What follows belongs to an exercise in optimizing a design on an open flow for small area; a production flow would make more cautious choices.
Function was checked by simulation only, so behaviour that the tests miss may differ from the original.
Power figures rest on the tool's default switching activity, not on a simulated workload.

==> run a <==
==> flow/design.v (excerpt) <==
module comp_cic
#(  parameter Win=16,
    parameter Wcoef = 18,
    parameter Wout = 18,
    parameter Num_coef=17)
(input  signed [Win-1:0] id_data_filter,
 input ic_val_data,
 input ic_rst,
 input  clk,
 output signed [Wout-1:0] od_data_filter,
 output oc_val_data);
==> module comp_cic, before the edit <==
module comp_cic
#(  parameter Win=16,
    parameter Wcoef = 18,
    parameter Wout = 18,
    parameter Num_coef=17)
(input  signed [Win-1:0] id_data_filter,
 input ic_val_data,
 input ic_rst,
 input  clk,
 output signed [Wout-1:0] od_data_filter,
 output oc_val_data);
logic [1:0] ph;           
logic [1:0] qc;           
logic run, tail, pend, vld;
logic idle;               
logic fresh;              
logic [15:0] xin;         
logic [255:0] ring;       
logic [7:0] cr;           
logic [18:0] acc;
wire start = (ic_val_data | pend) & (ph == 2'd3);
wire j15   = (qc == 2'd3) & (ph == 2'd3);
wire l15   = run & j15;
wire first = run & (qc == 2'd0) & (ph == 2'd0);
wire inbit = xin[{qc, ph}];
wire rd = run & ~fresh;
wire zb = run & fresh & j15;    
logic [16:0] tap;
always_comb begin
    tap[0] = inbit & run;
    for (int w = 1; w <= 16; w++)
        tap[w] = (ring[(w-1)*16] & rd) | zb;
end
logic [7:0] tp, crn;
always_comb begin
    for (int k = 0; k < 8; k++) begin
        logic a, b, c;
        a = tap[k];
        b = tap[16-k];
        c = cr[k];
        tp[k] = a ^ b ^ c;
        crn[k] = (a & b) | (a & c) | (b & c);
    end
end
wire [8:0] t = {tap[8], tp};
logic [18:0] rin, rn;
assign rin = first ? 19'd490410 : acc;
comp_cic_mac tree (.t(t), .rin(rin), .rn(rn));
always_ff @(posedge clk) begin
    cr  <= crn;
    acc <= rn;
    if (ic_val_data) xin <= {~id_data_filter[15], id_data_filter[14:0]};
    for (int w = 1; w <= 16; w++)
        for (int q = 0; q < 4; q++) begin
            ring[(w-1)*16 + q*4 +: 3] <= ring[(w-1)*16 + q*4 + 1 +: 3];
            if (q < 3)
                ring[(w-1)*16 + q*4 + 3] <= (run & ring[(w-1)*16 + q*4 + 4])
                                          | (idle & ring[(w-1)*16 + q*4]);
            else
                ring[(w-1)*16 + q*4 + 3] <= tap[w-1] | (idle & ring[(w-1)*16 + q*4]);
        end
end
always_ff @(posedge clk) begin
    if (ic_rst) begin
        ph <= 2'd0; qc <= 2'd0;
        run <= 1'b0; idle <= 1'b1; tail <= 1'b0; pend <= 1'b0; vld <= 1'b0;
        fresh <= 1'b1;
    end else begin
        ph   <= ph + 2'd1;
        tail <= l15;
        vld  <= tail;
        if (start) begin
            run <= 1'b1; idle <= 1'b0; pend <= 1'b0;
        end else if (ic_val_data)
            pend <= 1'b1;
        if (run && ph == 2'd3) begin
            qc <= qc + 2'd1;
            if (qc == 2'd3) begin
                run <= 1'b0; idle <= 1'b1;
                fresh <= 1'b0;
            end
        end
    end
end
assign od_data_filter = acc[17:0];
assign oc_val_data = vld;
endmodule
Settings: LEC_CHECK=0, CAP_MARGIN=20, CORE_MARGIN=2, CORE_UTILIZATION=65, PLACE_DENSITY=0.75, SLEW_MARGIN=20, SYNTH_MEMORY_MAX_BITS=4096; clock period 10.0 ns.
standard.sh (not shown) runs the stock make flow with config.mk's settings and CLKGATE_MAP_FILE= SYNTH_SCRIPT=/design/flow/synth_recipe.tcl, a recipe that flattens the netlist after the stock synthesis.
==> flow/flow/run.sh <==
#!/bin/bash
# The standard layout (standard.sh) with these changes:
# - after the standard synthesis, flow/invpol.py rewrites the netlist to
#   remove inverters between full adders and to replace adders with an
#   unused output by a smaller gate (it only re-polarises full adders,
#   rebuilds inverters and swaps those adders; registers are untouched);
# - the clock tree has clkbuf_4 cells driving clusters of up to 12 registers
#   and clkbuf_8 cells above them, without dummy loads;
# - the port buffers are buf_1 cells.
set -euo pipefail
export CTS_ARGS="-sink_clustering_enable -repair_clock_nets -dont_use_dummy_load -buf_list {sky130_fd_sc_hd__clkbuf_4 sky130_fd_sc_hd__clkbuf_8} -root_buf sky130_fd_sc_hd__clkbuf_8 -sink_clustering_buffer sky130_fd_sc_hd__clkbuf_4 -sink_clustering_size 12 -sink_clustering_max_diameter 50"
export BUFFER_PORTS_ARGS="-buffer_cell sky130_fd_sc_hd__buf_1"
bash standard.sh synth > standard_synth.log 2>&1
NET=orfs/results/$FLOW_PLATFORM/comp_cic/base/1_2_yosys.v
cp "$NET" 1_2_yosys.before_invpol.v
python3 flow/invpol.py "$NET" > invpol.log 2>&1
rm -f orfs/results/$FLOW_PLATFORM/comp_cic/base/1_synth.odb orfs/results/$FLOW_PLATFORM/comp_cic/base/1_synth.sdc
bash standard.sh > standard_flow.log 2>&1
Other scripts of this flow, unchanged in this note and not shown: flow/flow/invpol.py
==> inputs of run b, as changes to run a <==
--- a/flow/config.mk
+++ b/flow/config.mk
@@ -9,4 +9,3 @@
 export CORE_MARGIN = 2
-export CORE_UTILIZATION = 65
-export PLACE_DENSITY = 0.75
+export CORE_UTILIZATION = 40
 export SLEW_MARGIN = 20
==> inputs of run c, as changes to run a <==
--- a/flow/design.v
+++ b/flow/design.v
@@ -251,3 +251,2 @@
 logic run, tail, pend, vld;
-logic idle;               
 logic fresh;              
@@ -292,7 +291,8 @@
             ring[(w-1)*16 + q*4 +: 3] <= ring[(w-1)*16 + q*4 + 1 +: 3];
-            if (q < 3)
-                ring[(w-1)*16 + q*4 + 3] <= (run & ring[(w-1)*16 + q*4 + 4])
-                                          | (idle & ring[(w-1)*16 + q*4]);
+            if (!run)
+                ring[(w-1)*16 + q*4 + 3] <= ring[(w-1)*16 + q*4];
+            else if (q < 3)
+                ring[(w-1)*16 + q*4 + 3] <= ring[(w-1)*16 + q*4 + 4];
             else
-                ring[(w-1)*16 + q*4 + 3] <= tap[w-1] | (idle & ring[(w-1)*16 + q*4]);
+                ring[(w-1)*16 + q*4 + 3] <= (w == 1) ? inbit : tap[w-1];
         end
@@ -302,3 +302,3 @@
         ph <= 2'd0; qc <= 2'd0;
-        run <= 1'b0; idle <= 1'b1; tail <= 1'b0; pend <= 1'b0; vld <= 1'b0;
+        run <= 1'b0; tail <= 1'b0; pend <= 1'b0; vld <= 1'b0;
         fresh <= 1'b1;
@@ -309,3 +309,3 @@
         if (start) begin
-            run <= 1'b1; idle <= 1'b0; pend <= 1'b0;
+            run <= 1'b1; pend <= 1'b0;
         end else if (ic_val_data)
@@ -315,3 +315,3 @@
             if (qc == 2'd3) begin
-                run <= 1'b0; idle <= 1'b1;
+                run <= 1'b0;
                 fresh <= 1'b0;
--- a/flow/flow/run.sh
+++ b/flow/flow/run.sh
@@ -3,7 +3,6 @@
 # - after the standard synthesis, flow/invpol.py rewrites the netlist to
-#   remove inverters between full adders and to replace adders with an
-#   unused output by a smaller gate (it only re-polarises full adders,
-#   rebuilds inverters and swaps those adders; registers are untouched);
-# - the clock tree has clkbuf_4 cells driving clusters of up to 12 registers
-#   and clkbuf_8 cells above them, without dummy loads;
+#   remove inverters between full adders (it only re-polarises full adders
+#   and rebuilds inverters; registers are untouched);
+# - the clock tree is built from clkbuf_8 cells in clusters of up to 16 sinks,
+#   without dummy loads;
 # - the port buffers are buf_1 cells.
--- a/flow/config.mk
+++ b/flow/config.mk
@@ -9,4 +9,3 @@
 export CORE_MARGIN = 2
-export CORE_UTILIZATION = 65
-export PLACE_DENSITY = 0.75
+export CORE_UTILIZATION = 40
 export SLEW_MARGIN = 20
==> notes <==
Clock skew: run c < run b < run a.
Flip-flop and latch count is the same in run a and run b.
Global-route usage: run a > run b > run c.
In count of clock-buffer cells in the layout, run b and run a do not differ.
Core utilization: run a > run c > run b.
The highest critical path depth belongs to run b, the lowest to run c.
Of run a and run c, run a has the higher register-to-register slack (gap 130 ps).
Of run a and run c, run c has the higher synthesized area (gap 0.83%, measured against run c).
Against run b, the cell area of run a is smaller by 1.5%.
Between run a and run c, the lower synthesized cell count is in run c (gap 1.4%, measured against run c).
Against run a, the clock power of run c is larger by about 2%.

* * *

==> inputs of build 48 <==
Another version of the RTL of comp_cic (not shown whole).
==> module comp_cic, before the edit <==
module comp_cic
#(  parameter Win=16,
    parameter Wcoef = 18,
    parameter Wout = 18,
    parameter Num_coef=17)
(input  signed [Win-1:0] id_data_filter,
 input ic_val_data,
 input ic_rst,
 input  clk,
 output signed [Wout-1:0] od_data_filter,
 output oc_val_data);
logic [1:0] ph;           
logic [1:0] qc;           
logic run, tail, pend, vld;
logic [4:0] cnt;          
logic [15:0] xin;         
logic [255:0] ring;       
logic [8:0] cr;           
logic [18:0] acc;
wire start = (ic_val_data | pend) & (ph == 2'd3);
wire l15   = run & (qc == 2'd3) & (ph == 2'd3);
wire first = run & (qc == 2'd0) & (ph == 2'd0);
wire inbit = xin[{qc, ph}];
logic [16:0] tap;
always_comb begin
    tap[0] = inbit & run;
    for (int w = 1; w <= 16; w++)
        tap[w] = ring[(w-1)*16] & run & (cnt >= w);
end
logic [8:0] t, crn;
always_comb begin
    for (int k = 0; k <= 8; k++) begin
        logic a, b, c;
        a = tap[k];
        b = (k < 8) ? tap[16-k] : 1'b0;
        c = cr[k];
        t[k] = a ^ b ^ c;
        if (l15) crn[k] = (a ~^ b) ? ~a : c;    
        else     crn[k] = (a & b) | (a & c) | (b & c);
    end
end
logic [18:0] rin, rn;
assign rin = first ? 19'd46524 : acc;
comp_cic_mac tree (.t(t), .rin(rin), .rn(rn));
always_ff @(posedge clk) begin
    cr  <= crn;
    acc <= rn;
    if (ic_val_data) xin <= id_data_filter;
    for (int w = 1; w <= 16; w++)
        for (int q = 0; q < 4; q++) begin
            ring[(w-1)*16 + q*4 +: 3] <= ring[(w-1)*16 + q*4 + 1 +: 3];
            if (!run)
                ring[(w-1)*16 + q*4 + 3] <= ring[(w-1)*16 + q*4];
            else if (q < 3)
                ring[(w-1)*16 + q*4 + 3] <= ring[(w-1)*16 + q*4 + 4];
            else
                ring[(w-1)*16 + q*4 + 3] <= (w == 1) ? inbit : ring[(w-2)*16];
        end
end
always_ff @(posedge clk) begin
    if (ic_rst) begin
        ph <= 2'd0; qc <= 2'd0;
        run <= 1'b0; tail <= 1'b0; pend <= 1'b0; vld <= 1'b0;
        cnt <= 5'd0;
    end else begin
        ph   <= ph + 2'd1;
        tail <= l15;
        vld  <= tail;
        if (start) begin
            run <= 1'b1; pend <= 1'b0;
        end else if (ic_val_data)
            pend <= 1'b1;
        if (run && ph == 2'd3) begin
            qc <= qc + 2'd1;
            if (qc == 2'd3) begin
                run <= 1'b0;
                if (!cnt[4]) cnt <= cnt + 5'd1;
            end
        end
    end
end
assign od_data_filter = acc[17:0];
assign oc_val_data = vld;
endmodule
export LEC_CHECK = 0
export CAP_MARGIN = 20
export CORE_MARGIN = 2
export CORE_UTILIZATION = 40
export SLEW_MARGIN = 20
export SYNTH_MEMORY_MAX_BITS = 4096
create_clock -name core_clock -period 10.0 [get_ports {clk}]
==> flow/flow/run.sh <==
#!/bin/bash
# The standard layout (standard.sh), with the clock tree built from
# clkbuf_4 cells and no dummy loads, and buf_1 cells as the port buffers.
set -euo pipefail
export CTS_ARGS="-sink_clustering_enable -repair_clock_nets -dont_use_dummy_load -buf_list sky130_fd_sc_hd__clkbuf_4"
export BUFFER_PORTS_ARGS="-buffer_cell sky130_fd_sc_hd__buf_1"
bash standard.sh > standard_flow.log 2>&1
==> trial 78: changes against build 48 <==
--- a/flow/design.v
+++ b/flow/design.v
@@ -339,5 +339,5 @@
     tap[0] = inbit & run;
     for (int w = 1; w <= 16; w++)
-        tap[w] = ring[(w-1)*16] & run & (cnt >= w);
+        tap[w] = ring[(w-1)*16 + qc*4] & run & (cnt >= w);
 end
 logic [8:0] t, crn;
@@ -363,10 +363,8 @@
         for (int q = 0; q < 4; q++) begin
             ring[(w-1)*16 + q*4 +: 3] <= ring[(w-1)*16 + q*4 + 1 +: 3];
-            if (!run)
-                ring[(w-1)*16 + q*4 + 3] <= ring[(w-1)*16 + q*4];
-            else if (q < 3)
-                ring[(w-1)*16 + q*4 + 3] <= ring[(w-1)*16 + q*4 + 4];
+            if (run && qc == q)
+                ring[(w-1)*16 + q*4 + 3] <= (w == 1) ? inbit : ring[(w-2)*16 + q*4];
             else
-                ring[(w-1)*16 + q*4 + 3] <= (w == 1) ? inbit : ring[(w-2)*16];
+                ring[(w-1)*16 + q*4 + 3] <= ring[(w-1)*16 + q*4];
         end
 end
==> flow/run.sh (new file) <==
#!/bin/bash
# synth_recipe.tcl (not shown) runs the flow's synth.tcl, then flattens the netlist and writes it again
# the make line also repeats each setting of config.mk as NAME=value (left out here)
make -C /OpenROAD-flow-scripts/flow DESIGN_CONFIG=/design/flow/config.mk WORK_HOME=/design/flow/orfs CLKGATE_MAP_FILE= SYNTH_SCRIPT=/design/flow/synth_recipe.tcl finish
--- a/flow/config.mk
+++ b/flow/config.mk
@@ -6,4 +6,5 @@
 export NUM_CORES = 4
 export LEC_CHECK = 0
+export ABC_AREA = 1
 export CAP_MARGIN = 20
 export CORE_MARGIN = 2
removed: flow/flow/run.sh
removed: flow/standard.sh
==> trial 66: changes against build 48 <==
--- a/flow/design.v
+++ b/flow/design.v
@@ -339,5 +339,5 @@
     tap[0] = inbit & run;
     for (int w = 1; w <= 16; w++)
-        tap[w] = ring[(w-1)*16] & run & (cnt >= w);
+        tap[w] = ring[(w-1)*16 + qc*4] & run & (cnt >= w);
 end
 logic [8:0] t, crn;
@@ -363,10 +363,8 @@
         for (int q = 0; q < 4; q++) begin
             ring[(w-1)*16 + q*4 +: 3] <= ring[(w-1)*16 + q*4 + 1 +: 3];
-            if (!run)
-                ring[(w-1)*16 + q*4 + 3] <= ring[(w-1)*16 + q*4];
-            else if (q < 3)
-                ring[(w-1)*16 + q*4 + 3] <= ring[(w-1)*16 + q*4 + 4];
+            if (run && qc == q)
+                ring[(w-1)*16 + q*4 + 3] <= (w == 1) ? inbit : ring[(w-2)*16 + q*4];
             else
-                ring[(w-1)*16 + q*4 + 3] <= (w == 1) ? inbit : ring[(w-2)*16];
+                ring[(w-1)*16 + q*4 + 3] <= ring[(w-1)*16 + q*4];
         end
 end
==> flow/run.sh (new file) <==
#!/bin/bash
# synth_recipe.tcl (not shown) runs the flow's synth.tcl, then flattens the netlist and writes it again
# the make line also repeats each setting of config.mk as NAME=value (left out here)
make -C /OpenROAD-flow-scripts/flow DESIGN_CONFIG=/design/flow/config.mk WORK_HOME=/design/flow/orfs CLKGATE_MAP_FILE= SYNTH_SCRIPT=/design/flow/synth_recipe.tcl finish
removed: flow/flow/run.sh
removed: flow/standard.sh
==> build 56: changes against build 48 <==
==> flow/run.sh (new file) <==
#!/bin/bash
# synth_recipe.tcl (not shown) runs the flow's synth.tcl, then flattens the netlist and writes it again
# the make line also repeats each setting of config.mk as NAME=value (left out here)
make -C /OpenROAD-flow-scripts/flow DESIGN_CONFIG=/design/flow/config.mk WORK_HOME=/design/flow/orfs CLKGATE_MAP_FILE= SYNTH_SCRIPT=/design/flow/synth_recipe.tcl finish
removed: flow/flow/run.sh
removed: flow/standard.sh
==> comparison table <==
| quantity | trial 66 | build 56 | build 48 | trial 78 |
|---|---|---|---|---|
| Tightest hold margin | 304.0 ps | 316.7 ps | 256.1 ps | 317.2 ps |
| Routed WL | 17.54 mm | 14.56 mm | 14.48 mm | 19.40 mm |
| Register area share after synthesis | 62.19% | 65.14% | 65.14% | 60.94% |
| Peak VDD IR | 184.4 uV | 151.3 uV | 139.4 uV | 153.5 uV |
| Seq pwr share | 45.2% | 48.0% | 55.6% | 45.2% |
| Xor/xnor cell area share of the yosys netlist | 1.003% | 1.051% | 1.051% | 0.4915% |
| Cell chosen for the clock root | clkbuf_16 | clkbuf_16 | clkbuf_4 | clkbuf_16 |
| Final instance count without filler cells | 1143 | 1127 | 1155 | 1397 |
| Multi-input logic portion of the cell area | 28.62% | 25.45% | 26.87% | 27.01% |
| Required time at the worst-slack endpoint | 10410 ps | 10420 ps | 10510 ps | 10420 ps |
| Largest fanout on the critical path | 8 | 3 | 3 | 44 |
| DP Cell Count | 1089 | 1072 | 1076 | 1344 |
| Fraction of the mapped netlist area in simple logic gates | 4.740% | 4.678% | 4.678% | 10.66% |
| Result of the run | timing/DRC/antenna clean | timing/DRC/antenna clean | timing/DRC/antenna clean | timing/DRC/antenna clean |
| Met2 demand-to-capacity share in global routing | 20.40% | 18.10% | 17.25% | 22.23% |

==> re-timing with driven ports <==
In the flow no input, the clock included, has a driving cell. The finished layouts below were timed again as built, in two steps.
Step 1, drivers: a clkbuf_16 drives clk and a buf_2 each remaining input, both assumed.
Step 2 adds t to the input delays and takes it off the output delays; t is the mean of the earliest and latest rising clock arrival at the registers after step 1. Input paths then give back, and output paths get back, about the clock's delay inside the block.
a / b / c = ideal / step 1 / step 2; a / b = the first two.
run | t, ns | slack for setup (ns) | worst register clock-pin slew, ns | pins driven straight from the clock port
run a | 0.550 | 0.775 / 0.775 / 0.775 | 0.12 / 0.12 | 1
run b | 0.568 | 0.697 / 0.697 / 0.697 | 0.13 / 0.13 | 1
run c | 0.550 | 0.649 / 0.649 / 0.649 | 0.12 / 0.12 | 1
build 48 | 0.664 | 0.408 / 0.408 / 0.408 | 0.07 / 0.07 | 1
trial 78 | 0.587 | 0.448 / 0.448 / 0.448 | 0.07 / 0.07 | 1
trial 66 | 0.597 | 0.400 / 0.400 / 0.400 | 0.06 / 0.06 | 1
build 56 | 0.585 | 0.478 / 0.478 / 0.478 | 0.07 / 0.07 | 1
After both steps every run listed still meets setup and hold.
